What follows belongs to an exercise in optimizing a design on an open flow for small area; a production flow would make more cautious choices.
Where RTL was checked, it was by simulation tests only, not by an equivalence proof against the original.
The RTL of run 1 was laid out without a check of its function.
The flow treats the clock pin as an ideal source, which a real chip does not have.
Power and IR drop assume default switching activity.

$ cat flow/design.v
module api_extension(
                     input wire           clk,
                     input wire           reset,
                     input wire [1 : 0]   command,
                     output wire [1 : 0]  status,
                     input wire [31 : 0]  address,
                     input wire [31 : 0]  write_data,
                     output wire [31 : 0] read_data,
                     output wire          nts_cs,
                     output wire          nts_we,
                     output wire [23 : 0] nts_address,
                     output wire [31 : 0] nts_write_data,
                     input wire  [31 : 0] nts_read_data,
                     input wire           nts_ready,
                     output wire          pp_cs,
                     output wire          pp_we,
                     output wire [23 : 0] pp_address,
                     output wire [31 : 0] pp_write_data,
                     input wire  [31 : 0] pp_read_data,
                     input wire           pp_ready,
                     output wire          dp_cs,
                     output wire          dp_we,
                     output wire [23 : 0] dp_address,
                     output wire [31 : 0] dp_write_data,
                     input wire  [31 : 0] dp_read_data,
                     input wire           dp_ready,
                     output wire          merge_cs,
                     output wire          merge_we,
                     output wire [7 : 0]  merge_address,
                     output wire [31 : 0] merge_write_data,
                     input wire  [31 : 0] merge_read_data,
                     input wire           merge_ready,
                     output wire          rosc_cs,
                     output wire          rosc_we,
                     output wire [7 : 0]  rosc_address,
                     output wire [31 : 0] rosc_write_data,
                     input wire  [31 : 0] rosc_read_data,
                     input wire           rosc_ready
                    );
  localparam CORE_NAME0       = 32'h6170692d;  
  localparam CORE_NAME1       = 32'h65787420;  
  localparam CORE_VERSION     = 32'h302e3232;  
  localparam ERROR_DATA       = 32'hdeaddead;
  reg          status_lo_reg;
  reg          status_hi_reg;
  reg [1 : 0]  phase_reg;
  reg          op_a_set_reg;
  reg          op_b_set_reg;
  reg [31 : 0] op_a_reg;
  reg [31 : 0] op_b_reg;
  reg          carry_reg;
  reg [1 : 0]  rot_reg;
  reg          gate_a_reg;
  reg          gate_b_reg;
  reg [31 : 0] read_data_reg;
  wire       busy     = ~status_lo_reg;
  wire       cmd_act  = |command;
  wire       cmd_wr   = &command;
  wire [7:0] prefix   = address[31 : 24];
  wire [7:0] low      = address[7 : 0];
  wire hit_api   = prefix == 8'h00;
  wire hit_pp    = prefix == 8'h10;
  wire hit_nts   = prefix == 8'h20;
  wire hit_dp    = prefix == 8'h40;
  wire hit_merge = prefix == 8'h60;
  wire hit_rosc  = prefix == 8'hfe;
  wire hit_none  = ~(hit_api | hit_pp | hit_nts | hit_dp | hit_merge | hit_rosc);
  reg sel_pp_reg, sel_nts_reg, sel_dp_reg, sel_merge_reg, sel_rosc_reg;
  reg sel_none_reg, sel_name0_reg, sel_name1_reg, sel_ver_reg, sel_sum_reg;
  always @ (posedge clk)
    begin : decode_update
      sel_pp_reg    <= hit_pp;
      sel_nts_reg   <= hit_nts;
      sel_dp_reg    <= hit_dp;
      sel_merge_reg <= hit_merge;
      sel_rosc_reg  <= hit_rosc;
      sel_none_reg  <= hit_none;
      sel_name0_reg <= hit_api & (low == 8'h00);
      sel_name1_reg <= hit_api & (low == 8'h01);
      sel_ver_reg   <= hit_api & (low == 8'h02);
      sel_sum_reg   <= hit_api & ((low == 8'h10) | (low == 8'h11) | (low == 8'h12));
    end
  wire target_ready = ~((sel_pp_reg    & ~pp_ready)    |
                        (sel_nts_reg   & ~nts_ready)   |
                        (sel_dp_reg    & ~dp_ready)    |
                        (sel_merge_reg & ~merge_ready) |
                        (sel_rosc_reg  & ~rosc_ready));
  wire write_op_a = cmd_wr & hit_api & (low == 8'h10) & (rot_reg == 2'h3);
  wire write_op_b = cmd_wr & hit_api & (low == 8'h11) & (rot_reg == 2'h3);
  assign status           = {status_hi_reg, status_lo_reg};
  assign read_data        = read_data_reg;
  assign nts_cs           = busy & sel_nts_reg;
  assign nts_we           = busy & sel_nts_reg & cmd_wr;
  assign nts_address      = address[23 : 0];
  assign nts_write_data   = write_data;
  assign pp_cs            = busy & sel_pp_reg;
  assign pp_we            = busy & sel_pp_reg & cmd_wr;
  assign pp_address       = address[23 : 0];
  assign pp_write_data    = write_data;
  assign dp_cs            = busy & sel_dp_reg;
  assign dp_we            = busy & sel_dp_reg & cmd_wr;
  assign dp_address       = address[23 : 0];
  assign dp_write_data    = write_data;
  assign merge_cs         = busy & sel_merge_reg;
  assign merge_we         = busy & sel_merge_reg & cmd_wr;
  assign merge_address    = address[7 : 0];
  assign merge_write_data = write_data;
  assign rosc_cs          = busy & sel_rosc_reg;
  assign rosc_we          = busy & sel_rosc_reg & cmd_wr;
  assign rosc_address     = address[7 : 0];
  assign rosc_write_data  = write_data;
  wire [7 : 0] add_a = op_a_reg[7 : 0] & {8{gate_a_reg}};
  wire [7 : 0] add_b = op_b_reg[7 : 0] & {8{gate_b_reg}};
  wire [8 : 0] carry;
  wire [7 : 0] sum;
  assign carry[0] = carry_reg & gate_a_reg & gate_b_reg & (rot_reg != 2'h0);
  genvar i;
  generate
    for (i = 0 ; i < 8 ; i = i + 1)
      begin : adder
        assign sum[i]       = add_a[i] ^ add_b[i] ^ carry[i];
        assign carry[i + 1] = (add_a[i] & add_b[i]) | (add_a[i] & carry[i]) |
                              (carry[i] & add_b[i]);
      end
  endgenerate
  wire in_ctrl_wr   = ~status_lo_reg & (phase_reg == 2'h3);
  wire in_ctrl_done = status_lo_reg & (phase_reg == 2'h2);
  wire drop_early   = cmd_act & hit_api & ~in_ctrl_wr & ~in_ctrl_done;
  wire gate_a_new   = (op_a_set_reg | write_op_a) & ~(drop_early & (low == 8'h11));
  wire gate_b_new   = (op_b_set_reg | write_op_b) & ~(drop_early & (low == 8'h10));
  wire int_sum  = sel_sum_reg;
  wire ld_pp    = busy & sel_pp_reg;
  wire ld_nts   = busy & sel_nts_reg;
  wire ld_dp    = busy & sel_dp_reg;
  wire ld_merge = busy & sel_merge_reg;
  wire ld_rosc  = busy & sel_rosc_reg;
  wire ld_none  = busy & sel_none_reg;
  wire ld_name0 = busy & sel_name0_reg;
  wire ld_name1 = busy & sel_name1_reg;
  wire ld_ver   = busy & sel_ver_reg;
  wire in_ctrl_s1 = status_lo_reg & (phase_reg == 2'h1);
  wire [3 : 0] ld_sum = {4{int_sum & (busy | in_ctrl_s1)}} &
                        {rot_reg == 2'h3, rot_reg == 2'h2, rot_reg == 2'h1, rot_reg == 2'h0};
  wire [3 : 0] hold   = {4{~busy | int_sum}} & ~ld_sum;
  wire [31 : 0] read_data_new =
    ({32{ld_pp}}    & pp_read_data)    |
    ({32{ld_nts}}   & nts_read_data)   |
    ({32{ld_dp}}    & dp_read_data)    |
    ({32{ld_merge}} & merge_read_data) |
    ({32{ld_rosc}}  & rosc_read_data)  |
    ({32{ld_none}}  & ERROR_DATA)      |
    ({32{ld_name0}} & CORE_NAME0)      |
    ({32{ld_name1}} & CORE_NAME1)      |
    ({32{ld_ver}}   & CORE_VERSION)    |
    ({{8{ld_sum[3]}}, {8{ld_sum[2]}}, {8{ld_sum[1]}}, {8{ld_sum[0]}}} & {4{sum}}) |
    ({{8{hold[3]}}, {8{hold[2]}}, {8{hold[1]}}, {8{hold[0]}}} & read_data_reg);
  always @ (posedge clk)
    begin : data_update
      carry_reg  <= carry[8];
      gate_a_reg <= gate_a_new;
      gate_b_reg <= gate_b_new;
      if (write_op_a)
        op_a_reg <= write_data;
      else
        op_a_reg <= {op_a_reg[7 : 0], op_a_reg[31 : 8]};
      if (write_op_b)
        op_b_reg <= write_data;
      else
        op_b_reg <= {op_b_reg[7 : 0], op_b_reg[31 : 8]};
      read_data_reg <= read_data_new;
    end
  always @ (posedge clk or posedge reset)
    begin : ctrl_update
      if (reset)
        begin
          status_lo_reg <= 1'b1;
          status_hi_reg <= 1'b0;
          phase_reg     <= 2'h0;
          op_a_set_reg  <= 1'b0;
          op_b_set_reg  <= 1'b0;
          rot_reg       <= 2'h0;
        end
      else
        begin
          rot_reg <= rot_reg + 2'h1;
          if (write_op_a)
            op_a_set_reg <= 1'b1;
          if (write_op_b)
            op_b_set_reg <= 1'b1;
          if (status_lo_reg)
            begin
              case (phase_reg)
                2'h0:
                  if (cmd_act)
                    phase_reg <= 2'h1;
                2'h1:
                  begin
                    status_lo_reg <= 1'b0;
                    phase_reg     <= 2'h0;
                  end
                2'h2:
                  if (!cmd_act)
                    phase_reg <= 2'h3;
                2'h3:
                  begin
                    status_hi_reg <= 1'b0;
                    phase_reg     <= cmd_act ? 2'h1 : 2'h0;
                  end
              endcase
            end
          else
            begin
              case (phase_reg)
                2'h0:
                  phase_reg <= 2'h1;
                2'h1, 2'h2:
                  phase_reg <= target_ready ? 2'h3 : 2'h2;
                2'h3:
                  begin
                    status_lo_reg <= 1'b1;
                    status_hi_reg <= sel_none_reg;
                    phase_reg     <= 2'h2;
                  end
              endcase
            end
        end
    end
endmodule  
$ cat flow/flow/run.sh
#!/bin/bash
# Standard layout (the standard.sh) with three changes to how it is made:
# buf_1 as the port buffer cell, pins allowed on neighbouring tracks so a
# smaller die still holds all the ports, and a clock tree of small clock
# buffers without dummy loads.
set -euo pipefail
bash standard.sh \
  'BUFFER_PORTS_ARGS=-buffer_cell sky130_fd_sc_hd__buf_1' \
  'PLACE_PINS_ARGS=-min_distance 1 -min_distance_in_tracks' \
  'CTS_ARGS=-sink_clustering_enable -repair_clock_nets -dont_use_dummy_load -buf_list {sky130_fd_sc_hd__clkbuf_4 sky130_fd_sc_hd__clkbuf_8}' \
  finish > standard.log 2>&1
$ cat flow/standard.sh
#!/bin/bash
# synth_recipe.tcl (not shown) runs the flow's synth.tcl, then flattens the netlist and writes it again
# the make line also repeats each setting of config.mk as NAME=value (left out here)
make -C /OpenROAD-flow-scripts/flow DESIGN_CONFIG=/design/flow/config.mk WORK_HOME=/design/flow/orfs CLKGATE_MAP_FILE= SYNTH_SCRIPT=/design/flow/synth_recipe.tcl "${@:-finish}"
$ cat flow/config.mk
export PLATFORM = sky130hd
export DESIGN_NAME = api_extension
export DESIGN_NICKNAME = api_extension
export VERILOG_FILES = /design/flow/design.v
export SDC_FILE = /design/flow/constraint.sdc
export NUM_CORES = 4
export LEC_CHECK = 0
export CAP_MARGIN = 20
export CORE_MARGIN = 2
export CORE_UTILIZATION = 65
export SLEW_MARGIN = 20
$ cat flow/constraint.sdc
create_clock -name core_clock -period 5.0 [get_ports {clk}]
set_input_delay 1.0000 -clock core_clock [delete_from_list [all_inputs] [get_ports {clk}]]
set_output_delay 1.0000 -clock core_clock [all_outputs]
set_load 0.01 [all_outputs]
==> metrics.md, run 1 <==
| Metric | Value |
|---|---|
| Clock skew | between 0.02 and 0.03 ns |
| Number of synthesized flops with an enable pin | 0 |
| Cell count after synthesis | between 700 and 800 |
| Largest net degree at the start of global routing | 35 |
| Syn Std Cell Area | ~7500 um^2 |
| Fraction of registers with async set or reset after synthesis | between 6 and 7% |
| MaxCap Viol Count | 0 |
| Hold Path Class | reg -> reg |
| Layout cells sized above 1 | around a tenth |
| Post-synth top area cell | dfxtp_1 |
| Achievable frequency | 0.211 GHz |
| Commonest cells in the netlist | buf_4, dfxtp_1, a22oi_1 |
| Final setup fails | 0 |
| Die Area | 12400 um^2 |
| Final WL | ~22000 um |
| Setup TNS Final | 0 ns |
| Gates resized, CTS repair | 0 |
| Register area | 2380 um^2 |
| Post-route DRC violation count | 0 |
| CP required | about 5.3 ns |
| M1 GR Usage | about two fifths |
| Multi-input gate area | about 3000 um^2 |
| Routability Congestion | between 0.9 and 1 |
| M2 GR Usage | 55.9% |
| CTS Buffer Depth | 2 |
| Vias in the first global route | between 6000 and 7000 |
| Num rows | 39 |
| Post-synth top area share | 29.1% |
| Leakage | 2.84 nW |
| Part of the Yosys area used for sequential elements | a little under a third |
| Top-count cell post-synth | buf_4 |
| Final global-route overflow total | 0 |
| Initial DRC count | between 500 and 600 |
| Skew-Pair Late Insertion Delay | approximately 0.43 ns |
| Vias | between 6000 and 7000 |
| Syn Nets | 1018 |
| I/O pins | between 500 and 600 |
| Syn. warnings | 1 |
| CTS clk-pin slew, worst paths | around 0.070 ns |
| Vias/cell | around 6 |
| RSZ-0062 raised after global routing | false |
| Syn_area_per_cell | just under 10 um^2 |
| DIE HEIGHT | between 100 and 150 um |
| Run status | timing/DRC/antenna clean |
| Core area | around 11000 um^2 |
| Worst-margin pin slew | between 0.9 and 1 ns |
| Hold Vio Cnt, Final | 0 |
| Final HPWL DP | between 15000 and 20000 um |
| Hold_buf cts | 0 |
| #FFs+latches synth | approximately 120 |
| Placed cells | around 1100 |
| CTS tree | done |
| H-tree levels | 4 |
| Port bufs | 460 |
| Setup Crit Path Kind | reg -> reg |
| Met3 usage | under 10% |
| Initial antenna violation count | 5 |
| Crit path capture type | flop |
| 1st-pass router iterations | 6 |
| Peak VDD IR | approximately 0.27 mV |
| Starting Density | between 60% and 70% |
| Synth cell types | slightly below 60 |
| Fin nets | around 1200 |
| PD cells | 335 nW/um^2 |
| Post-route setup slack | roughly 0.25 ns |
| Die Wd | 111 um |
| Setup Fix Bufs, Post-CTS | 0 |
| Normalized max-slew margin | around 36% |
| CP Data Arrival Time | between 5 and 6 ns |
| Final Util | 67.0% |
| CTS buffer count | 17 |
| Post-route ant nets | 0 |
| CP Launch Type | flop |
| Min Tclk post-route | 4.75 ns |
| Routed len/inst | 20.0 um |
| Commonest register cell after synthesis | dfxtp_1 |
| Number of fill cells | approximately 970 |
| CTS sink count | between 100 and 150 |
| Count of pins over their slew limit | 0 |
| Fin cells | about 1100 |
| Worst slack at placement | between 0.15 and 0.2 ns |
| CP max FO | 5 |
| Most crowded layer after global routing | met2 |
| Ranking of synthesized cells by area | dfxtp_1, buf_4, mux2_4 |
| Minimum hold slack | approximately 0.43 ns |
| CTS Root Cell | clkbuf_8 |
| First-pass GRT wire length | around 33000 um |
| GR Util All Layers | about a third |
| Final Cycle Share | between 90% and 100% |
| Area Overhead vs Synth | 1.37% |
[stage by stage]
stage	area [um^2]	power (mW)
CTS	7560	2.53
global route	7590	2.67
global placement	7330	1.91
floorplan	7490	1.75
finish	7590	2.54
detailed placement	7330	1.93
[cell type report]
class,instances,area share (%)
inverter,12,0.593
timing repair buffer,465,23.2
tap,143,2.36
clock buffer,17,3.08
multi-input combinational,357,39.2
antenna,5,0.165
sequential,117,31.4
[layer usage]
layer	part of all wire [%]	up-vias
met5	0	-
met4	6.8	0
met3	9.2	110
met2	47	481
met1	37	3043
li1	-	2879
[cell usage in the layout (no fill, tap or decap), types with 5 or more instances in the layout]
cell	instances
a221oi_1	19
nor2_1	16
dfrtp_1	7
mux2_2	34
clkbuf_8	17
nor2b_1	7
a22oi_1	49
nand2b_1	6
dfxtp_1	109
and2_1	10
a21oi_1	15
a221o_1	12
o21ai_0	6
nand2_1	32
buf_4	5
nand4_1	10
fa_1	8
mux2_4	28
buf_1	460
inv_1	12
nand3_1	20
diode_2	5
and3_1	11
ha_1	7
a222oi_1	5
[final timing paths]
| kind | startpoint | to | slack (ns) | cells after the start |
|---|---|---|---|---|
| worst max-delay path | rot_reg[0]$_DFF_PP0_ | read_data_reg[23]$_DFF_P_ | 0.25 | 17 |
| worst min-delay path | op_b_reg[12]$_DFF_P_ | op_b_reg[4]$_DFF_P_ | 0.43 | 1 |
| worst max register to register | rot_reg[0]$_DFF_PP0_ | read_data_reg[23]$_DFF_P_ | 0.25 | 17 |
| worst min register to register | op_b_reg[12]$_DFF_P_ | op_b_reg[4]$_DFF_P_ | 0.43 | 1 |
| max in group asynchronous | reset | async pin | 4.19 | 2 |
| min in group asynchronous | reset | rot_reg[1]$_DFF_PP0_ | 0.50 | 2 |
[where the power goes]
group	total [mW]	switching, mW	internal [mW]
clock network	0.608	0.310	0.298
registers	1.16	0.112	1.05
logic	0.775	0.483	0.293
[cells by family after synthesis]
logic type	after synthesis	share of synthesized area [%]
AO/OA/AOI/OAI	136	14.0
adder cells (fa/ha/maj)	16	3.48
buffers and inverters	295	28.7
flip-flops	117	31.8
multiplexers	68	11.6
AND/OR/NAND/NOR	137	10.4
[critical path, cell delays in order, from the launching register on]
cell,delay (ns)
dfrtp_1,0.40
inv_1,0.15
ha_4,0.18
and4b_1,0.23
fa_1,0.43
inv_1,0.09
fa_1,0.20
fa_1,0.18
inv_1,0.06
fa_1,0.45
fa_1,0.42
inv_1,0.08
fa_1,0.17
inv_1,0.06
fa_1,0.44
fa_1,0.52
and3_1,0.22
a221o_1,0.35
==> run 2, diff against run 1 <==
--- a/flow/design.v
+++ b/flow/design.v
@@ -85,8 +85,8 @@
                         (sel_dp_reg    & ~dp_ready)    |
                         (sel_merge_reg & ~merge_ready) |
                         (sel_rosc_reg  & ~rosc_ready));
-  wire write_op_a = cmd_wr & hit_api & (low == 8'h10) & (rot_reg == 2'h3);
-  wire write_op_b = cmd_wr & hit_api & (low == 8'h11) & (rot_reg == 2'h3);
+  wire write_op_a = cmd_wr & hit_api & (low == 8'h10);
+  wire write_op_b = cmd_wr & hit_api & (low == 8'h11);
   assign status           = {status_hi_reg, status_lo_reg};
   assign read_data        = read_data_reg;
   assign nts_cs           = busy & sel_nts_reg;
@@ -109,6 +109,10 @@
   assign rosc_we          = busy & sel_rosc_reg & cmd_wr;
   assign rosc_address     = address[7 : 0];
   assign rosc_write_data  = write_data;
+  wire [7 : 0] write_byte = ({8{rot_reg == 2'h0}} & write_data[7 : 0])   |
+                            ({8{rot_reg == 2'h1}} & write_data[15 : 8])  |
+                            ({8{rot_reg == 2'h2}} & write_data[23 : 16]) |
+                            ({8{rot_reg == 2'h3}} & write_data[31 : 24]);
   wire [7 : 0] add_a = op_a_reg[7 : 0] & {8{gate_a_reg}};
   wire [7 : 0] add_b = op_b_reg[7 : 0] & {8{gate_b_reg}};
   wire [8 : 0] carry;
@@ -159,14 +163,8 @@
       carry_reg  <= carry[8];
       gate_a_reg <= gate_a_new;
       gate_b_reg <= gate_b_new;
-      if (write_op_a)
-        op_a_reg <= write_data;
-      else
-        op_a_reg <= {op_a_reg[7 : 0], op_a_reg[31 : 8]};
-      if (write_op_b)
-        op_b_reg <= write_data;
-      else
-        op_b_reg <= {op_b_reg[7 : 0], op_b_reg[31 : 8]};
+      op_a_reg <= {write_op_a ? write_byte : op_a_reg[7 : 0], op_a_reg[31 : 8]};
+      op_b_reg <= {write_op_b ? write_byte : op_b_reg[7 : 0], op_b_reg[31 : 8]};
       read_data_reg <= read_data_new;
     end
   always @ (posedge clk or posedge reset)
==> flow/flow/run.sh (replaced) <==
#!/bin/bash
set -euo pipefail
bash standard.sh \
  'BUFFER_PORTS_ARGS=-buffer_cell sky130_fd_sc_hd__buf_1' \
  'CTS_ARGS=-sink_clustering_enable -repair_clock_nets -dont_use_dummy_load -buf_list {sky130_fd_sc_hd__clkbuf_4 sky130_fd_sc_hd__clkbuf_8}' \
  finish > standard.log 2>&1
--- a/flow/config.mk
+++ b/flow/config.mk
@@ -6,6 +6,7 @@
 export NUM_CORES = 4
 export LEC_CHECK = 0
 export CAP_MARGIN = 20
+export CORE_ASPECT_RATIO = 0.25
 export CORE_MARGIN = 2
-export CORE_UTILIZATION = 65
+export CORE_UTILIZATION = 60
 export SLEW_MARGIN = 20
==> run 2 against run 1 <==
Largest power group unchanged. Sequential power is essentially flat. Clock power grew 3.6%. Die area up 0.86%. Count of clock-buffer cells in the layout stayed put.
==> metrics.md, run 2 <==
| Metric | Value |
|---|---|
| Achievable frequency | 0.224 GHz (+6.2%) |
| Worst reg2reg path endpoint | read_data_reg[31]$_DFF_P_ |
| Routability Congestion | 1.00 (+0.62%) |
| Syn Nets | 983 (-3.4%) |
| Die Area | 12500 um^2 (+0.86%) |
| CTS Buffer Depth | 2 (unchanged) |
| Peak VDD IR | 0.286 mV (+7.1%) |
| Layout cells sized above 1 | 5.45% (-4.8 points) |
| Worst reg2reg setup slack | 0.53 ns (+0.28 ns) |
| Worst Hold Launch | op_b_reg[14]$_DFF_P_ |
| Largest net degree at the start of global routing | 36 (+2.9%) |
| Syn. warnings | 1 (unchanged) |
| Sw power | 927 uW (+2.5%) |
| Crit path capture type | flop |
| Setup Crit Path Kind | reg -> reg |
| Clock skew | 0.0331 ns (+0.00514 ns) |
| Top-count cell post-synth | buf_4 |
| Initial DRC count | 876 (+54%) |
| 1st-pass router iterations | 7 (+1) |
| Leakage | 2.53 nW (-11%) |
| Most frequent cells in the layout | buf_1, dfxtp_1, a22oi_1, nand2_1, a221o_1 |
| Core area | 11000 um^2 (-2.8%) |
| Seq pwr share | 45.9% (+0.3 points) |
| PD cells | 363 nW/um^2 (+8.1%) |
| Final global-route overflow total | 0 (unchanged) |
| Vias in the first global route | 5808 (-4.5%) |
| Num rows | 19 (-51%) |
| CP Launch Type | flop |
| Final HPWL DP | 21800 um (+26%) |
| Setup TNS Final | 0 ns (unchanged) |
| Worst-margin pin slew | 1.07 ns (+0.118 ns) |
| FF-to-FF path depth | 16 (-1) |
| Net Sw Frac | 36.2% (+0.68 points) |
| Starting Density | 62.2% (-3.9 points) |
| Normalized max-slew margin | 28.5% (-7.9 points) |
| # diodes | 0 (-5) |
| CTS Root Cell | clkbuf_8 |
| Initial antenna violation count | 1 (-4) |
| Min Tclk post-route | 4.47 ns (-0.276 ns) |
| Final setup fails | 0 (unchanged) |
| Cell count after synthesis | 734 (-4.6%) |
| Vias | 6439 (-1.1%) |
| Syn_area_per_cell | 9.33 um^2 (-4.2%) |
| CP Data Arrival Time | 4.80 ns (-0.25 ns) |
| I/O pins | 525 (unchanged) |
| Post-route DRC violation count | 0 (unchanged) |
| Part of the Yosys area used for sequential elements | 34.8% (+3.0 points) |
| Hold Path Class | reg -> reg |
| Internal power | 1.63 mW (-0.47%) |
| #FFs+latches synth | 117 (unchanged) |
| CP max FO | 4 (-1) |
| Routed len/inst | 24.6 um (+23%) |
| Gate power share | 29.5% (-1.0 points) |
| Port bufs | 460 (unchanged) |
| Synth cell types | 51 (-12%) |
| Fraction of registers with async set or reset after synthesis | 6.84% (unchanged) |
| CTS tree | done |
| Run status | timing/DRC/antenna clean |
| Hold depth | 0 (-1) |
| Count of pins over their slew limit | 0 (unchanged) |
| Post-synth top area share | 31.9% (+2.7 points) |
| Clk pwr share | 24.6% (+0.7 points) |
| Hold Vio Cnt, Final | 0 (unchanged) |
| First-pass GRT wire length | 37100 um (+11%) |
| Fin nets | 1187 (-2.6%) |
| Post-route setup slack | 0.530 ns (+0.276 ns) |
| RSZ-0062 raised after global routing | false |
| Post-synth top area cell | dfxtp_1 |
| Vias/cell | 5.89 (+0.94%) |
| CTS buffer count | 17 (unchanged) |
| MaxCap Viol Count | 0 (unchanged) |
| Ranking of synthesized cells by area | dfxtp_1, buf_4, a22oi_1 |
| Final WL | 26800 um (+20%) |
| Gates resized, CTS repair | 0 (unchanged) |
| Number of synthesized flops with an enable pin | 0 (unchanged) |
| Commonest register cell after synthesis | dfxtp_1 |
| Post-route ant nets | 0 (unchanged) |
| Setup Fix Bufs, Post-CTS | 0 (unchanged) |
| Hold_buf cts | 0 (unchanged) |
| Skew-Pair Late Insertion Delay | 0.47 ns (+0.04 ns) |
| Most common library cell in the layout ignoring fill and taps | buf_1 |
| Commonest cells in the netlist | buf_4, dfxtp_1, a22oi_1 |
| Die Wd | 218 um (+96%) |
| GR Util All Layers | 42.0% (+7.5 points) |
| CTS sink count | 117 (unchanged) |
| Final Cycle Share | 89.4% (-5.5 points) |
| Syn Std Cell Area | 6850 um^2 (-8.5%) |
| CTS clk-pin slew, worst paths | 0.07 ns (about the same) |
| CP required | 5.33 ns (+0.03 ns) |
| DIE HEIGHT | 57.4 um (-48%) |
| Worst slack at placement | 0.522 ns (+0.337 ns) |
| H-tree levels | 4 (unchanged) |
| Hold Crit Endpoint | op_b_reg[6]$_DFF_P_ |
| Reg-to-Reg Start | rot_reg[0]$_DFF_PP0_ |
| Area Overhead vs Synth | 3.09% |
## run 2: logic make-up (layout without fill, tap and decap cells)
| group | Yosys count | count (layout) | synth area share, % |
|---|---|---|---|
| AOI/OAI and AO/OA | 168 | 168 | 19.1 |
| adders and majority gates | 16 | 16 | 3.80 |
| buffers and inverters | 300 | 502 | 30.1 |
| DFF | 117 | 117 | 34.8 |
| muxes | 17 | 17 | 2.78 |
| and+or+nand+nor | 116 | 116 | 9.37 |
## run 2: per-stage QoR
stage | instance area [um^2] | utilization [%] | cells | hold slack (ns) | power [mW]
finish | 7060 | 64.1 | 1093 | 0.328 | 2.56
CTS | 7060 | 64.1 | 1093 | 0.326 | 2.54
global route | 7060 | 64.1 | 1093 | 0.328 | 2.66
detailed placement | 6830 | 62.0 | 1076 | 0.312 | 1.92
floorplan | 6850 | - | 734 | 0.310 | 1.71
global placement | 6830 | 62.0 | 1076 | 0.310 | 1.91
## run 2: power groups by stage
stage,Combinational [mW],Sequential (mW),Clock (mW)
2_1_floorplan,0.552,1.16,0
3_3_place_gp,0.728,1.18,0
3_5_place_dp,0.739,1.18,0
4_1_cts,0.739,1.16,0.633
5_1_grt,0.803,1.18,0.675
6_report,0.755,1.17,0.630
## run 2: worst max path at each step
stage                               startpoint                        end  slack (ns)  depth (start not counted)
final                     rot_reg[0]$_DFF_PP0_  read_data_reg[31]$_DFF_P_        0.53                         16
after CTS                 rot_reg[0]$_DFF_PP0_  read_data_reg[31]$_DFF_P_        0.50                         16
after floorplan           rot_reg[0]$_DFF_PP0_  read_data_reg[31]$_DFF_P_        0.54                         17
after detailed placement  rot_reg[0]$_DFF_PP0_  read_data_reg[31]$_DFF_P_        0.52                         16
after global placement    rot_reg[0]$_DFF_PP0_  read_data_reg[31]$_DFF_P_        0.59                         16
after global routing      rot_reg[0]$_DFF_PP0_  read_data_reg[31]$_DFF_P_        0.32                         16
## run 2: metal layers
| metal | global-route usage [%] | vias up | part of all wire [%] |
|---|---|---|---|
| met1 | 57.7 | 3115 | 41 |
| met4 | 9.30 | 2 | 1.3 |
| met5 | 0 | - | 0.13 |
| met3 | 21.9 | 40 | 16 |
| met2 | 58.1 | 518 | 41 |
| li1 | - | 2764 | - |
## run 2: worst max-delay path, cell delays in order, from the launching register on
cell     delay, ns
dfrtp_1       0.37
inv_1         0.08
ha_1          0.21
and4b_1       0.28
fa_1          0.17
inv_1         0.06
fa_1          0.42
inv_1         0.09
fa_1          0.16
inv_1         0.05
fa_1          0.45
fa_1          0.46
fa_1          0.43
inv_1         0.09
fa_1          0.20
fa_1          0.46
a221o_1       0.35
## run 2: cell type report
type,count,area (um^2)
tap,157,196
timing repair buffer,466,1770
fill,965,3950
inverter,19,71.3
clock buffer,17,234
multi-input combinational,317,2400
sequential,117,2380
==> run 3, diff against run 2 <==
--- a/flow/config.mk
+++ b/flow/config.mk
@@ -8,5 +8,5 @@
 export CAP_MARGIN = 20
 export CORE_ASPECT_RATIO = 0.25
 export CORE_MARGIN = 2
-export CORE_UTILIZATION = 60
+export CORE_UTILIZATION = 55
 export SLEW_MARGIN = 20
==> run 3 against run 2 <==
Die area grew 8.7%. Fmax shrank 0.33%. Area after synthesis is the same. Still clean on timing, DRC and antenna. Highest routed layer is now met4.
==> metrics.md, run 3 <==
| Metric | Value |
|---|---|
| CP max FO | 4 (unchanged) |
| Syn Std Cell Area | 6850 um^2 (unchanged) |
| Syn Nets | 983 (unchanged) |
| Layout cells sized above 1 | 5.45% (+0.0058 points) |
| CP required | 5.33 ns (about the same) |
| CP Launch Type | flop |
| I/O pins | 525 (unchanged) |
| Initial DRC count | 713 (-19%) |
| CTS sink count | 117 (unchanged) |
| H-tree levels | 4 (unchanged) |
| Final setup fails | 0 (unchanged) |
| Setup Crit Path Kind | reg -> reg |
| DIE HEIGHT | 59.8 um (+4.1%) |
| Cell mode on critical path | fa_1 |
| Final Cycle Share | 89.7% (+0.29 points) |
| Crit path capture type | flop |
| Die Wd | 227 um (+4.4%) |
| Count of pins over their slew limit | 0 (unchanged) |
| Most common library cell in the layout ignoring fill and taps | buf_1 |
| Initial antenna violation count | 1 (unchanged) |
| Final Util | 58.5% (-5.6 points) |
| Skew-Pair Late Insertion Delay | 0.46 ns (about the same) |
| Syn_area_per_cell | 9.33 um^2 (unchanged) |
| Part of the Yosys area used for sequential elements | 34.8% (unchanged) |
| Synth cell types | 51 (unchanged) |
| Hold depth | 0 (unchanged) |
| Fin nets | 1186 (-0.084%) |
| Vias | 6322 (-1.8%) |
| RSZ-0062 raised after global routing | false |
| Post-synth top area cell | dfxtp_1 |
| Gates resized, CTS repair | 0 (unchanged) |
| Vias in the first global route | 5644 (-2.8%) |
| CP Data Arrival Time | 4.82 ns (+0.02 ns) |
| First-pass GRT wire length | 34800 um (-6.1%) |
| Hold Path Class | reg -> reg |
| Most frequent cells in the layout | buf_1, dfxtp_1, a22oi_1, nand2_1, a221o_1 |
| Min Tclk post-route | 4.48 ns (+0.0147 ns) |
| Post-synth top area share | 31.9% (unchanged) |
| Core area | 12100 um^2 (+10%) |
| CTS tree | done |
| Achievable frequency | 0.223 GHz (-0.33%) |
| CTS clk-pin slew, worst paths | 0.08 ns (about the same) |
| Routability Congestion | 0.947 (-5.3%) |
| Crit-path max cell delay | 0.48 ns (+0.02 ns) |
| Critical path, cell by cell | inv_1 -> ha_1 -> and4b_1 -> fa_1 -> inv_1 -> fa_1 -> inv_1 -> fa_1 -> inv_1 -> fa_1 -> fa_1 -> fa_1 -> inv_1 -> fa_1 -> fa_1 -> a221o_1 |
| Port bufs | 460 (unchanged) |
| Minimum hold slack | 0.318 ns (-0.0101 ns) |
| # diodes | 0 (unchanged) |
| Clock skew | 0.0311 ns (-0.00203 ns) |
| #FFs+latches synth | 117 (unchanged) |
| Peak VDD IR | 0.163 mV (-43%) |
| Num rows | 20 (+1) |
| Hold Vio Cnt, Final | 0 (unchanged) |
| Commonest cells in the netlist | buf_4, dfxtp_1, a22oi_1 |
| Hold_buf cts | 0 (unchanged) |
| CTS Root Cell | clkbuf_8 |
| Post-route ant nets | 0 (unchanged) |
| Cell count after synthesis | 734 (unchanged) |
| Slowest stage cell, crit path | fa_1 |
| Area Overhead vs Synth | 3.49% |
| Starting Density | 56.5% (-5.7 points) |
| Die Area | 13600 um^2 (+8.7%) |
| Final WL | 24900 um (-7.2%) |
| Number of synthesized flops with an enable pin | 0 (unchanged) |
| Ranking of synthesized cells by area | dfxtp_1, buf_4, a22oi_1 |
| CTS buffer count | 17 (unchanged) |
| Setup Fix Bufs, Post-CTS | 0 (unchanged) |
| Normalized max-slew margin | 37.6% (+9.1 points) |
| PD cells | 360 nW/um^2 (-0.67%) |
| Commonest register cell after synthesis | dfxtp_1 |
| Run status | timing/DRC/antenna clean |
| Top-count cell post-synth | buf_4 |
| Setup TNS Final | 0 ns (unchanged) |
| MaxCap Viol Count | 0 (unchanged) |
| GR Util All Layers | 36.1% (-5.9 points) |
| FF-to-FF path depth | 16 (unchanged) |
| Vias/cell | 5.69 (-3.4%) |
| Syn. warnings | 1 (unchanged) |
| 1st-pass router iterations | 8 (+1) |
| Final HPWL DP | 20100 um (-7.6%) |
| Fraction of registers with async set or reset after synthesis | 6.84% (unchanged) |
| Worst-margin pin slew | 0.934 ns (-0.136 ns) |
| Leakage | 2.53 nW (-0.18%) |
| Routed len/inst | 22.4 um (-8.7%) |
| Largest net degree at the start of global routing | 36 (unchanged) |
| Post-route DRC violation count | 0 (unchanged) |
| CTS Buffer Depth | 2 (unchanged) |
| Final global-route overflow total | 0 (unchanged) |
run 3: worst paths after layout:
kind                       slack, ns            startpoint                  endpoint
max                             0.52  rot_reg[0]$_DFF_PP0_  read_data_reg[7]$_DFF_P_
min                             0.32  op_b_reg[22]$_DFF_P_      op_b_reg[14]$_DFF_P_
max reg2reg                     0.52  rot_reg[0]$_DFF_PP0_  read_data_reg[7]$_DFF_P_
min reg2reg                     0.32  op_b_reg[22]$_DFF_P_      op_b_reg[14]$_DFF_P_
max in group asynchronous       4.11                 reset                 async pin
min in group asynchronous       0.53                 reset  op_b_set_reg$_DFFE_PP0P_
run 3: logic make-up after synthesis:
family | synth area share [%]
AOI/OAI and AO/OA | 19.1
adders and majority gates | 3.80
buffers and inverters | 30.1
DFF | 34.8
muxes | 2.78
and+or+nand+nor | 9.37
run 3: metal layers:
metal | track usage [%] | up-vias | share of wire [%]
met5 | 0 | - | 0
met4 | 11.6 | 0 | 2.0
met3 | 14.0 | 45 | 12
met2 | 52.1 | 409 | 43
met1 | 49.7 | 3104 | 43
li1 | - | 2764 | -
run 3: per-stage QoR:
stage / instance area, um^2 / setup slack (ns) / power, mW / std cells
2_1_floorplan: 6850 / 0.536 / 1.71 / 734
3_3_place_gp: 6840 / 0.594 / 1.91 / 1093
3_5_place_dp: 6840 / 0.510 / 1.92 / 1093
4_1_cts: 7070 / 0.500 / 2.53 / 1110
5_1_grt: 7090 / 0.285 / 2.67 / 1111
6_report: 7090 / 0.516 / 2.55 / 1111
run 3: area by class of cell:
| class | instances | area, um^2 |
|---|---|---|
| clock buffers | 17 | 234 |
| repair buffers | 465 | 1770 |
| flip-flops and latches | 117 | 2380 |
| multi-input cells | 317 | 2410 |
| inverters | 19 | 71.3 |
| fillers | 1133 | 5020 |
| well taps | 176 | 220 |
run 3: critical path: cells and delay by family, from the launching register on:
kind / cells / cell delay [ns]
DFF: 1 / 0.38
buffers and inverters: 5 / 0.38
AOI/OAI and AO/OA: 1 / 0.36
and+or+nand+nor: 1 / 0.27
adders and majority gates: 9 / 3.00
run 3: where the power goes:
group          total [mW]  internal, mW  switching, mW  leakage (nW)
Sequential           1.18          1.05          0.133         0.983
Combinational       0.749         0.289          0.460          1.42
Clock               0.625         0.297          0.328         0.122
==> run 4, diff against run 3 <==
==> flow/flow/run.sh (replaced) <==
#!/bin/bash
set -euo pipefail
bash standard.sh \
  'BUFFER_PORTS_ARGS=-buffer_cell sky130_fd_sc_hd__buf_1' \
  'CTS_ARGS=-sink_clustering_enable -repair_clock_nets -dont_use_dummy_load -buf_list {sky130_fd_sc_hd__clkbuf_4}' \
  finish > standard.log 2>&1
==> run 4 against run 3 <==
Still clean. Hold slack worse by 0.0067 ns. Area after synthesis unchanged. Final cell count unchanged. Highest routed layer unchanged.
==> metrics.md, run 4 <==
| Metric | Value |
|---|---|
| Run status | timing/DRC/antenna clean |
| Fin nets | 1186 (unchanged) |
| FF-to-FF path depth | 16 (unchanged) |
| Design Power | 2.39 mW (-6.4%) |
| Hold Vio Cnt, Final | 0 (unchanged) |
| CTS sink count | 117 (unchanged) |
| H-tree levels | 4 (unchanged) |
| Register area | 2380 um^2 (unchanged) |
| Critical path, cell by cell | inv_1 -> ha_1 -> and4b_1 -> fa_1 -> inv_1 -> fa_1 -> inv_1 -> fa_1 -> inv_1 -> fa_1 -> fa_1 -> fa_1 -> inv_1 -> fa_1 -> fa_1 -> a221o_1 |
| Multi-input gate area | 2410 um^2 (unchanged) |
| Post-synth top area cell | dfxtp_1 |
| Post-synth top area share | 31.9% (unchanged) |
| Placed cells | 1093 (unchanged) |
| Worst Path Buf+Inv | 5 (unchanged) |
| Clock skew | 0.0504 ns (+0.0193 ns) |
| Ranking of synthesized cells by area | dfxtp_1, buf_4, a22oi_1 |
| Setup Crit Path Kind | reg -> reg |
| Initial antenna violation count | 1 (unchanged) |
| Post-route ant nets | 0 (unchanged) |
| Post-route DRC violation count | 0 (unchanged) |
| Fraction of registers with async set or reset after synthesis | 6.84% (unchanged) |
| Min Tclk post-route | 4.48 ns (-0.00240 ns) |
| Met2 wire len | 10500 um (-1.3%) |
| Slowest stage cell, crit path | fa_1 |
| Final HPWL DP | 20100 um (unchanged) |
| Syn. warnings | 1 (unchanged) |
| Commonest register cell after synthesis | dfxtp_1 |
| DIE HEIGHT | 59.8 um (unchanged) |
| I/O pins | 525 (unchanged) |
| CTS clk-pin slew, worst paths | 0.13 ns (+0.05 ns) |
| Die Wd | 227 um (unchanged) |
| Final Cycle Share | 89.6% (about the same) |
| Hold depth | 0 (unchanged) |
| Syn Nets | 983 (unchanged) |
| CTS Buffer Depth | 2 (unchanged) |
| Starting Density | 56.5% (unchanged) |
| Most frequent cells in the layout | buf_1, dfxtp_1, a22oi_1, nand2_1, a221o_1 |
| Cell mode on critical path | fa_1 |
| Routed len/inst | 22.4 um (-0.23%) |
| Hold_buf cts | 0 (unchanged) |
| Synth cell types | 51 (unchanged) |
| Layout cells sized above 1 | 5.45% (unchanged) |
| Met3 WL | 2910 um (-2.3%) |
| First-pass GRT wire length | 34800 um (about the same) |
| Initial DRC count | 685 (-3.9%) |
| CP required | 5.44 ns (+0.11 ns) |
| Fin cells | 1111 (unchanged) |
| Skew-Pair Late Insertion Delay | 0.57 ns (+0.11 ns) |
| CTS Root Cell | clkbuf_4 |
| CP Data Arrival Time | 4.93 ns (+0.11 ns) |
| Vias in the first global route | 5645 (+0.018%) |
| Peak VDD IR | 0.155 mV (-4.8%) |
| Most common library cell in the layout ignoring fill and taps | buf_1 |
| Count of pins over their slew limit | 0 (unchanged) |
| Gates resized, CTS repair | 0 (unchanged) |
| Part of the Yosys area used for sequential elements | 34.8% (unchanged) |
| Num rows | 20 (unchanged) |
| Core area | 12100 um^2 (unchanged) |
| Cell count after synthesis | 734 (unchanged) |
| M1 WL | 10800 um (about the same) |
| Crit path capture type | flop |
| Leakage | 2.49 nW (-1.7%) |
| Die Area | 13600 um^2 (unchanged) |
| PD cells | 342 nW/um^2 (-5.0%) |
| Normalized max-slew margin | 39.8% (+2.2 points) |
| Final global-route overflow total | 0 (unchanged) |
| Largest net degree at the start of global routing | 36 (unchanged) |
| Area Overhead vs Synth | 1.99% |
| Port bufs | 460 (unchanged) |
| Number of fill cells | 1145 (+1.1%) |
| GR Util All Layers | 36.1% (about the same) |
| Commonest cells in the netlist | buf_4, dfxtp_1, a22oi_1 |
| Final WL | 24900 um (-0.23%) |
| CP Launch Type | flop |
| Top-count cell post-synth | buf_4 |
| Cell family with most CP delay | adder cells |
| Crit-path max cell delay | 0.47 ns (about the same) |
| 1st-pass router iterations | 5 (-3) |
| Number of synthesized flops with an enable pin | 0 (unchanged) |
| Uppermost layer routed | met4 |
| MaxCap Viol Count | 0 (unchanged) |
| Vias | 6315 (-0.11%) |
| #FFs+latches synth | 117 (unchanged) |
| Setup TNS Final | 0 ns (unchanged) |
| # diodes | 0 (unchanged) |
| Routability Congestion | 0.947 (unchanged) |
| Final setup fails | 0 (unchanged) |
| Worst-margin pin slew | 0.901 ns (-0.0327 ns) |
| Syn_area_per_cell | 9.33 um^2 (unchanged) |
| Hold Path Class | reg -> reg |
| Number of cells on the critical path | 16 (unchanged) |
| Setup Fix Bufs, Post-CTS | 0 (unchanged) |
| Syn Std Cell Area | 6850 um^2 (unchanged) |
| Achievable frequency | 0.223 GHz (about the same) |
| CTS buffer count | 17 (unchanged) |
| CTS tree | done |
| RSZ-0062 raised after global routing | false |
| Vias/cell | 5.68 (-0.11%) |
| CP max FO | 4 (unchanged) |
[run 4: changes by cell type in the layout (fill, tap and decap cells not counted)]
cell / previous run / this run
clkbuf_4: 0 / 17
buf_6: 1 / 0
clkbuf_8: 17 / 0
buf_8: 0 / 1
[run 4: area by class of cell]
type,count,share of cell area [%]
clock buffer,17,1.83
inverter,19,1.02
multi-input combinational,317,34.5
sequential,117,34.1
tap,176,3.15
timing repair buffer,465,25.4
[run 4: final timing paths]
check | start | end | slack [ns]
max | rot_reg[0]$_DFF_PP0_ | read_data_reg[7]$_DFF_P_ | 0.52
min | op_b_reg[26]$_DFF_P_ | op_b_reg[18]$_DFF_P_ | 0.31
max reg2reg | rot_reg[0]$_DFF_PP0_ | read_data_reg[7]$_DFF_P_ | 0.52
min reg2reg | op_b_reg[26]$_DFF_P_ | op_b_reg[18]$_DFF_P_ | 0.31
max in group asynchronous | reset | async pin | 4.20
min in group asynchronous | reset | op_b_set_reg$_DFFE_PP0P_ | 0.43
[run 4: per-layer routing]
layer	up-vias	GRT usage, %
met5	-	0
met3	62	14.8
met2	418	51.9
li1	2768	-
met1	3067	49.2
met4	0	11.9
[run 4: worst register-to-register path, cell delays in order, from the launching register on]
cell	delay (ns)
dfrtp_1	0.39
inv_1	0.09
ha_1	0.21
and4b_1	0.27
fa_1	0.17
inv_1	0.06
fa_1	0.41
inv_1	0.09
fa_1	0.18
inv_1	0.06
fa_1	0.46
fa_1	0.46
fa_1	0.42
inv_1	0.08
fa_1	0.21
fa_1	0.48
a221o_1	0.35
[run 4: power by group]
part	total, mW	switching [mW]	internal [mW]
logic	0.748	0.459	0.289
clock network	0.463	0.309	0.154
registers	1.18	0.134	1.04
total	2.39	0.901	1.49
[run 4: metrics by stage]
step                hold WS (ns)  util, %  instance area, um^2  setup WS [ns]
floorplan                  0.310        -                 6850          0.536
global placement           0.310     56.5                 6840          0.594
detailed placement         0.312     56.5                 6840          0.510
CTS                        0.318     57.5                 6970          0.499
global route               0.310     57.7                 6990          0.286
finish                     0.311     57.7                 6990          0.518
[run 4: cell families after synthesis]
| family | after synthesis | synth area share (%) |
|---|---|---|
| flops | 117 | 34.8 |
| fa+ha+maj | 16 | 3.80 |
| buf+inv | 300 | 30.1 |
| simple gates | 116 | 9.37 |
| mux | 17 | 2.78 |
| compound gates | 168 | 19.1 |
==> run 5, diff against run 4 <==
==> flow/flow/run.sh (replaced) <==
#!/bin/bash
set -euo pipefail
bash standard.sh \
  'BUFFER_PORTS_ARGS=-buffer_cell sky130_fd_sc_hd__buf_1' \
  'CTS_ARGS=-sink_clustering_enable -repair_clock_nets -dont_use_dummy_load -sink_clustering_size 20 -buf_list {sky130_fd_sc_hd__clkbuf_4}' \
  finish > standard.log 2>&1
==> run 5 against run 4 <==
Global-route usage is the same. Total power is the same. Still clean. Area after synthesis is the same. First-iteration DRC count is the same. Die area is the same. Cell area is the same. Hold slack is the same. Core utilization is the same. Via count is the same. Sequential share of layout area is the same. Fmax is the same.
==> metrics.md, run 5 <==
| Metric | Value |
|---|---|
| Most crowded layer after global routing | met2 |
| Vias | 6315 (unchanged) |
| I/O pins | 525 (unchanged) |
| Min Tclk post-route | 4.48 ns (unchanged) |
| Achievable frequency | 0.223 GHz (unchanged) |
| Placed cells | 1093 (unchanged) |
| Final Cycle Share | 89.6% (unchanged) |
| Setup Fix Bufs, Post-CTS | 0 (unchanged) |
| #FFs+latches synth | 117 (unchanged) |
| Ranking of synthesized cells by area | dfxtp_1, buf_4, a22oi_1 |
| CTS buffer count | 17 (unchanged) |
| Syn_area_per_cell | 9.33 um^2 (unchanged) |
| Fraction of registers with async set or reset after synthesis | 6.84% (unchanged) |
| Part of the Yosys area used for sequential elements | 34.8% (unchanged) |
| First-pass GRT wire length | 34800 um (unchanged) |
| Final HPWL DP | 20100 um (unchanged) |
| Die Area | 13600 um^2 (unchanged) |
| Post-synth top area cell | dfxtp_1 |
| Top-count cell post-synth | buf_4 |
| M1 GR Usage | 49.2% (unchanged) |
| Hold Vio Cnt, Final | 0 (unchanged) |
| Setup Crit Path Kind | reg -> reg |
| Final setup fails | 0 (unchanged) |
| Synth cell types | 51 (unchanged) |
| Routability Congestion | 0.947 (unchanged) |
| Fin nets | 1186 (unchanged) |
| Run status | timing/DRC/antenna clean |
| Layout cells sized above 1 | 5.45% (unchanged) |
| Syn. warnings | 1 (unchanged) |
| CTS Root Cell | clkbuf_4 |
| Commonest cells in the netlist | buf_4, dfxtp_1, a22oi_1 |
| Peak VDD IR | 0.155 mV (unchanged) |
| Vias in the first global route | 5645 (unchanged) |
| Final WL | 24900 um (unchanged) |
| Worst-margin pin slew | 0.901 ns (unchanged) |
| Number of fill cells | 1145 (unchanged) |
| CP required | 5.44 ns (about the same) |
| Skew-Pair Late Insertion Delay | 0.57 ns (about the same) |
| Commonest register cell after synthesis | dfxtp_1 |
| Core area | 12100 um^2 (unchanged) |
| Post-route DRC violation count | 0 (unchanged) |
| Leakage | 2.49 nW (unchanged) |
| Most common library cell in the layout ignoring fill and taps | buf_1 |
| Post-route ant nets | 0 (unchanged) |
| MaxCap Viol Count | 0 (unchanged) |
| Die Wd | 227 um (unchanged) |
| Area Overhead vs Synth | 1.99% (unchanged) |
| Hold_buf cts | 0 (unchanged) |
| Fin cells | 1111 (unchanged) |
| Normalized max-slew margin | 39.8% (unchanged) |
| CTS sink count | 117 (unchanged) |
| Hold Path Class | reg -> reg |
| # diodes | 0 (unchanged) |
| Count of pins over their slew limit | 0 (unchanged) |
| Multi-input gate area | 2410 um^2 (unchanged) |
| Initial DRC count | 685 (unchanged) |
| 1st-pass router iterations | 5 (unchanged) |
| Routed len/inst | 22.4 um (unchanged) |
| Final global-route overflow total | 0 (unchanged) |
| Most frequent cells in the layout | buf_1, dfxtp_1, a22oi_1, nand2_1, a221o_1 |
| Register area | 2380 um^2 (unchanged) |
| Clock skew | 0.0504 ns (unchanged) |
| M2 GR Usage | 51.9% (unchanged) |
| Syn Nets | 983 (unchanged) |
| CTS tree | done |
| Number of synthesized flops with an enable pin | 0 (unchanged) |
| PD cells | 342 nW/um^2 (unchanged) |
| Crit path capture type | flop |
| H-tree levels | 4 (unchanged) |
| CTS clk-pin slew, worst paths | 0.13 ns (about the same) |
| CTS Buffer Depth | 2 (unchanged) |
| Met3 usage | 14.8% (unchanged) |
| Largest net degree at the start of global routing | 36 (unchanged) |
| Cell count after synthesis | 734 (unchanged) |
| Vias/cell | 5.68 (unchanged) |
| DIE HEIGHT | 59.8 um (unchanged) |
| Starting Density | 56.5% (unchanged) |
| CP Data Arrival Time | 4.93 ns (about the same) |
| Post-synth top area share | 31.9% (unchanged) |
| Initial antenna violation count | 1 (unchanged) |
| CP Launch Type | flop |
| Gates resized, CTS repair | 0 (unchanged) |
| Syn Std Cell Area | 6850 um^2 (unchanged) |
| RSZ-0062 raised after global routing | false |
| GR Util All Layers | 36.1% (unchanged) |
| CP max FO | 4 (unchanged) |
| Num rows | 20 (unchanged) |
| Setup TNS Final | 0 ns (unchanged) |
| Port bufs | 460 (unchanged) |
-- run 5: cell counts after synthesis --
Identical to the previous run, type by type.
-- run 5: final cells by class --
cell class,count,area share [%]
multi-input cells,317,34.5
flip-flops and latches,117,34.1
repair buffers,465,25.4
well taps,176,3.15
clock buffers,17,1.83
inverters,19,1.02
-- run 5: routing by layer --
layer  wire, um  share of wire, %  vias to the layer above
met5          0                 0                        -
met4        642               2.6                        0
met1      10800                43                     3067
met2      10500                42                      418
met3       2910                12                       62
li1           -                 -                     2768
-- run 5: logic make-up (layout without fill, tap and decap cells) --
logic type,after synthesis,count (layout),synth area share [%]
buffers and inverters,300,501,30.1
AND/OR/NAND/NOR,116,116,9.37
AO/OA/AOI/OAI,168,168,19.1
flip-flops,117,117,34.8
adder cells (fa/ha/maj),16,16,3.80
multiplexers,17,17,2.78
-- run 5: report_power, final --
group	internal [mW]	leakage, nW	switching [mW]
sequential	1.04	0.983	0.134
clock	0.154	0.0782	0.309
combinational	0.289	1.42	0.459
total	1.49	2.49	0.901
-- run 5: worst max-delay path, cell delays in order, from the launching register on --
cell,delay (ns)
dfrtp_1,0.39
inv_1,0.09
ha_1,0.21
and4b_1,0.27
fa_1,0.17
inv_1,0.06
fa_1,0.41
inv_1,0.09
fa_1,0.18
inv_1,0.06
fa_1,0.46
fa_1,0.46
fa_1,0.42
inv_1,0.08
fa_1,0.21
fa_1,0.47
a221o_1,0.35
-- run 5: final timing paths --
check                                startpoint  cells past startpoint  slack [ns]                        to
hold / removal             op_b_reg[26]$_DFF_P_                      0        0.31      op_b_reg[18]$_DFF_P_
max in group asynchronous                 reset                      2        4.20                 async pin
min in group asynchronous                 reset                      2        0.43  op_b_set_reg$_DFFE_PP0P_
setup / recovery           rot_reg[0]$_DFF_PP0_                     16        0.52  read_data_reg[7]$_DFF_P_
hold reg to reg            op_b_reg[26]$_DFF_P_                      0        0.31      op_b_reg[18]$_DFF_P_
setup reg to reg           rot_reg[0]$_DFF_PP0_                     16        0.52  read_data_reg[7]$_DFF_P_
-- run 5: per-stage QoR --
step,power [mW],util (%),instance area (um^2),setup slack (ns),hold WS [ns]
2_1_floorplan,1.71,-,6850,0.536,0.310
3_3_place_gp,1.91,56.5,6840,0.594,0.310
3_5_place_dp,1.92,56.5,6840,0.510,0.312
4_1_cts,2.37,57.5,6970,0.499,0.318
5_1_grt,2.51,57.7,6990,0.286,0.310
6_report,2.39,57.7,6990,0.518,0.311
==> run 6, diff against run 5 <==
==> flow/flow/run.sh (replaced) <==
#!/bin/bash
set -euo pipefail
args=(
  'BUFFER_PORTS_ARGS=-buffer_cell sky130_fd_sc_hd__buf_1'
  'CTS_ARGS=-sink_clustering_enable -repair_clock_nets -dont_use_dummy_load -buf_list {sky130_fd_sc_hd__clkbuf_4}'
)
bash standard.sh "${args[@]}" cts > standard_cts.log 2>&1
openroad -no_init -exit flow/clock_upsize.tcl > clock_upsize.log 2>&1
bash standard.sh "${args[@]}" finish > standard.log 2>&1
==> flow/flow/clock_upsize.tcl (new file) <==
# Upsize the clock buffers that drive 10 or more pins to clkbuf_8, then
# legalize the placement again.
set results orfs/results/$::env(FLOW_PLATFORM)/api_extension/base
read_liberty $::env(FLOW_HOME)/platforms/sky130hd/lib/sky130_fd_sc_hd__tt_025C_1v80.lib
read_db $results/4_cts.odb
set db [ord::get_db]
set big [$db findMaster sky130_fd_sc_hd__clkbuf_8]
set block [ord::get_db_block]
set n_up 0
foreach inst [$block getInsts] {
  if { [[$inst getMaster] getName] ne "sky130_fd_sc_hd__clkbuf_4" } { continue }
  set out [$inst findITerm X]
  set net [$out getNet]
  if { $net eq "NULL" } { continue }
  set loads [expr { [llength [$net getITerms]] - 1 }]
  if { $loads >= 10 } {
    puts "upsize [$inst getName] ($loads loads)"
    $inst swapMaster $big
    incr n_up
  }
}
puts "upsized $n_up clock buffers"
detailed_placement
check_placement -verbose
write_db $results/4_cts.odb
==> run 6 against run 5 <==
Routed wire length is 0.34% higher. Total power is 1.8% higher. Core utilization is 0.21 points higher. Hold slack better by 0.0017 ns. First-iteration DRC count is 8.8% higher. Non-clock buffer count stayed put. Critical endpoint is now read_data_reg[23]$_DFF_P_.
==> metrics.md, run 6 <==
| Metric | Value |
|---|---|
| Fin nets | 1186 (unchanged) |
| Slowest stage cell, crit path | fa_1 |
| Largest net degree at the start of global routing | 36 (unchanged) |
| Initial DRC count | 745 (+8.8%) |
| CTS tree | done |
| Final global-route overflow total | 0 (unchanged) |
| FF-to-FF path depth | 16 (unchanged) |
| Syn_area_per_cell | 9.33 um^2 (unchanged) |
| DIE HEIGHT | 59.8 um (unchanged) |
| Sw power | 908 uW (+0.74%) |
| Final WL | 24900 um (+0.34%) |
| Hold_buf cts | 0 (unchanged) |
| Gate power share | 30.9% (-0.4 points) |
| Number of fill cells | 1145 (unchanged) |
| Gates resized, CTS repair | 0 (unchanged) |
| Fraction of registers with async set or reset after synthesis | 6.84% (unchanged) |
| Commonest cells in the netlist | buf_4, dfxtp_1, a22oi_1 |
| Leakage | 2.50 nW (+0.42%) |
| Top-count cell post-synth | buf_4 |
| CTS sink count | 117 (unchanged) |
| First-pass GRT wire length | 34800 um (unchanged) |
| Worst slack at placement | 0.510 ns (unchanged) |
| Area Overhead vs Synth | 2.36% |
| Ranking of synthesized cells by area | dfxtp_1, buf_4, a22oi_1 |
| Worst reg2reg path endpoint | read_data_reg[23]$_DFF_P_ |
| Normalized max-slew margin | 39.0% (-0.81 points) |
| Num rows | 20 (unchanged) |
| Worst Path Buf+Inv | 5 (unchanged) |
| Hold Path Class | reg -> reg |
| Vias/cell | 5.68 (about the same) |
| CTS Buffer Depth | 2 (unchanged) |
| Final Cycle Share | 89.6% (about the same) |
| Worst-margin pin slew | 0.914 ns (+0.0122 ns) |
| Syn Nets | 983 (unchanged) |
| Cell mode on critical path | fa_1 |
| Hold Crit Endpoint | op_b_reg[11]$_DFF_P_ |
| Fin area | 7010 um^2 (+0.36%) |
| Port bufs | 460 (unchanged) |
| Final setup fails | 0 (unchanged) |
| Die Area | 13600 um^2 (unchanged) |
| Worst Hold Launch | op_b_reg[19]$_DFF_P_ |
| Cell family with most CP delay | adder cells |
| Run status | timing/DRC/antenna clean |
| Reg-to-Reg Start | rot_reg[0]$_DFF_PP0_ |
| RSZ-0062 raised after global routing | false |
| Setup Crit Path Kind | reg -> reg |
| Hold Vio Cnt, Final | 0 (unchanged) |
| Clk pwr share | 20.7% (+1.3 points) |
| Skew-Pair Late Insertion Delay | 0.43 ns (-0.14 ns) |
| Internal power | 1.52 mW (+2.5%) |
| CP max FO | 4 (unchanged) |
| Hold depth | 0 (unchanged) |
| Commonest register cell after synthesis | dfxtp_1 |
| MaxCap Viol Count | 0 (unchanged) |
| Critical path, cell by cell | inv_1 -> ha_1 -> and4b_1 -> fa_1 -> inv_1 -> fa_1 -> inv_1 -> fa_1 -> inv_1 -> fa_1 -> fa_1 -> fa_1 -> inv_1 -> fa_1 -> fa_1 -> a221o_1 |
| Syn Std Cell Area | 6850 um^2 (unchanged) |
| Core area | 12100 um^2 (unchanged) |
| Seq pwr share | 48.4% (-0.9 points) |
| Clock skew | 0.0268 ns (-0.0235 ns) |
| CP required | 5.33 ns (-0.11 ns) |
| Post-synth top area share | 31.9% (unchanged) |
| Min Tclk post-route | 4.48 ns (-0.00411 ns) |
| Post-synth top area cell | dfxtp_1 |
| 1st-pass router iterations | 6 (+1) |
| CTS Root Cell | clkbuf_4 |
| Crit-path max cell delay | 0.47 ns (about the same) |
| PD cells | 347 nW/um^2 (+1.4%) |
| Vias in the first global route | 5641 (-0.071%) |
| Initial antenna violation count | 1 (unchanged) |
| CTS buffer count | 17 (unchanged) |
| I/O pins | 525 (unchanged) |
| Peak VDD IR | 0.154 mV (-0.52%) |
| Count of pins over their slew limit | 0 (unchanged) |
| CP Data Arrival Time | 4.81 ns (-0.12 ns) |
| Worst reg2reg setup slack | 0.52 ns (about the same) |
| Synth cell types | 51 (unchanged) |
| Post-route ant nets | 0 (unchanged) |
| Routability Congestion | 0.947 (unchanged) |
| CTS clk-pin slew, worst paths | 0.09 ns (-0.04 ns) |
| Most frequent cells in the layout | buf_1, dfxtp_1, a22oi_1, nand2_1, a221o_1 |
| Achievable frequency | 0.223 GHz (about the same) |
| Number of synthesized flops with an enable pin | 0 (unchanged) |
| Most common library cell in the layout ignoring fill and taps | buf_1 |
| Die Wd | 227 um (unchanged) |
| Crit path capture type | flop |
| Placed cell area | 6840 um^2 (unchanged) |
| GR Util All Layers | 36.1% (about the same) |
| CP Launch Type | flop |
| H-tree levels | 4 (unchanged) |
| Routed len/inst | 22.5 um (+0.34%) |
| Setup Fix Bufs, Post-CTS | 0 (unchanged) |
| Final HPWL DP | 20100 um (unchanged) |
| Cell count after synthesis | 734 (unchanged) |
| Layout cells sized above 1 | 5.45% (unchanged) |
| Starting Density | 56.5% (unchanged) |
| Post-route DRC violation count | 0 (unchanged) |
| Post-route setup slack | 0.522 ns (+0.00411 ns) |
| # diodes | 0 (unchanged) |
| Setup TNS Final | 0 ns (unchanged) |
| #FFs+latches synth | 117 (unchanged) |
| Vias | 6312 (-0.048%) |
| Part of the Yosys area used for sequential elements | 34.8% (unchanged) |
| Net Sw Frac | 37.3% (-0.40 points) |
| Syn. warnings | 1 (unchanged) |
-- run 6: metal layers --
metal | part of all wire, % | track usage, % | wire length, um
met1 | 43 | 49.2 | 10800
met2 | 43 | 51.9 | 10700
met3 | 12 | 14.8 | 2940
met4 | 2.0 | 11.9 | 495
met5 | 0 | 0 | 0
-- run 6: layout make-up --
| cell class | count | area [um^2] | share of cell area, % |
|---|---|---|---|
| multi-input cells | 317 | 2410 | 34.4 |
| flip-flops and latches | 117 | 2380 | 34.0 |
| repair buffers | 465 | 1770 | 25.3 |
| well taps | 176 | 220 | 3.14 |
| clock buffers | 17 | 153 | 2.18 |
| inverters | 19 | 71.3 | 1.02 |
-- run 6: kinds of logic (layout without fill, tap and decap cells) --
family | after synthesis | in the layout | share of synthesized area, %
compound gates | 168 | 168 | 19.1
flops | 117 | 117 | 34.8
mux | 17 | 17 | 2.78
buf+inv | 300 | 501 | 30.1
simple gates | 116 | 116 | 9.37
fa+ha+maj | 16 | 16 | 3.80
-- run 6: power by group through the flow --
| stage | sequential [mW] | clock (mW) | combinational (mW) |
|---|---|---|---|
| global placement | 1.19 | 0 | 0.721 |
| finish | 1.18 | 0.504 | 0.751 |
| floorplan | 1.16 | 0 | 0.552 |
| global route | 1.19 | 0.549 | 0.810 |
| CTS | 1.17 | 0.467 | 0.737 |
| detailed placement | 1.18 | 0 | 0.736 |
-- run 6: worst max-delay path by stage --
stage	start	end	slack, ns	cells past startpoint
floorplan	rot_reg[0]$_DFF_PP0_	read_data_reg[31]$_DFF_P_	0.54	17
global placement	rot_reg[0]$_DFF_PP0_	read_data_reg[31]$_DFF_P_	0.59	16
detailed placement	rot_reg[0]$_DFF_PP0_	read_data_reg[31]$_DFF_P_	0.51	16
CTS	rot_reg[0]$_DFF_PP0_	read_data_reg[7]$_DFF_P_	0.50	16
global route	rot_reg[0]$_DFF_PP0_	read_data_reg[23]$_DFF_P_	0.29	16
finish	rot_reg[0]$_DFF_PP0_	read_data_reg[23]$_DFF_P_	0.52	16
-- run 6: metrics by stage --
stage	util, %	instances	power, mW	hold slack (ns)
after CTS	57.5	1110	2.37	0.318
after floorplan	-	734	1.71	0.310
final	57.9	1111	2.43	0.313
after detailed placement	56.5	1093	1.92	0.312
after global routing	57.9	1111	2.55	0.307
after global placement	56.5	1093	1.91	0.310

-- what the ideal ports hide --
Ports are ideal in the flow. The routed layouts listed here were re-timed in OpenROAD.
Step 1 assumes that a clkbuf_16 drives the clock port and a buf_2 every other input.
Step 2, shift: input delay + t, output delay - t, t = (earliest + latest rising clock arrival at the registers) / 2. This alone moves slack from input paths to output paths.
a / b / c = ideal ports / drivers / drivers and shift; a / b = the first two.
| run | t, ns | slack for setup (ns) | worst setup path at the end | worst data-port slew with drivers (ns) |
|---|---|---|---|---|
| run 1 | 0.451 | 0.254 / 0.254 / 0.254 | register to register | 0.19 |
| run 2 | 0.486 | 0.530 / 0.530 / 0.530 | register to register | 0.21 |
| run 3 | 0.475 | 0.516 / 0.516 / 0.516 | register to register | 0.22 |
| run 4 | 0.576 | 0.518 / 0.518 / 0.518 | register to register | 0.22 |
| run 5 | 0.576 | 0.518 / 0.518 / 0.518 | register to register | 0.22 |
| run 6 | 0.452 | 0.522 / 0.522 / 0.522 | register to register | 0.22 |
After both steps every run listed still meets setup and hold.
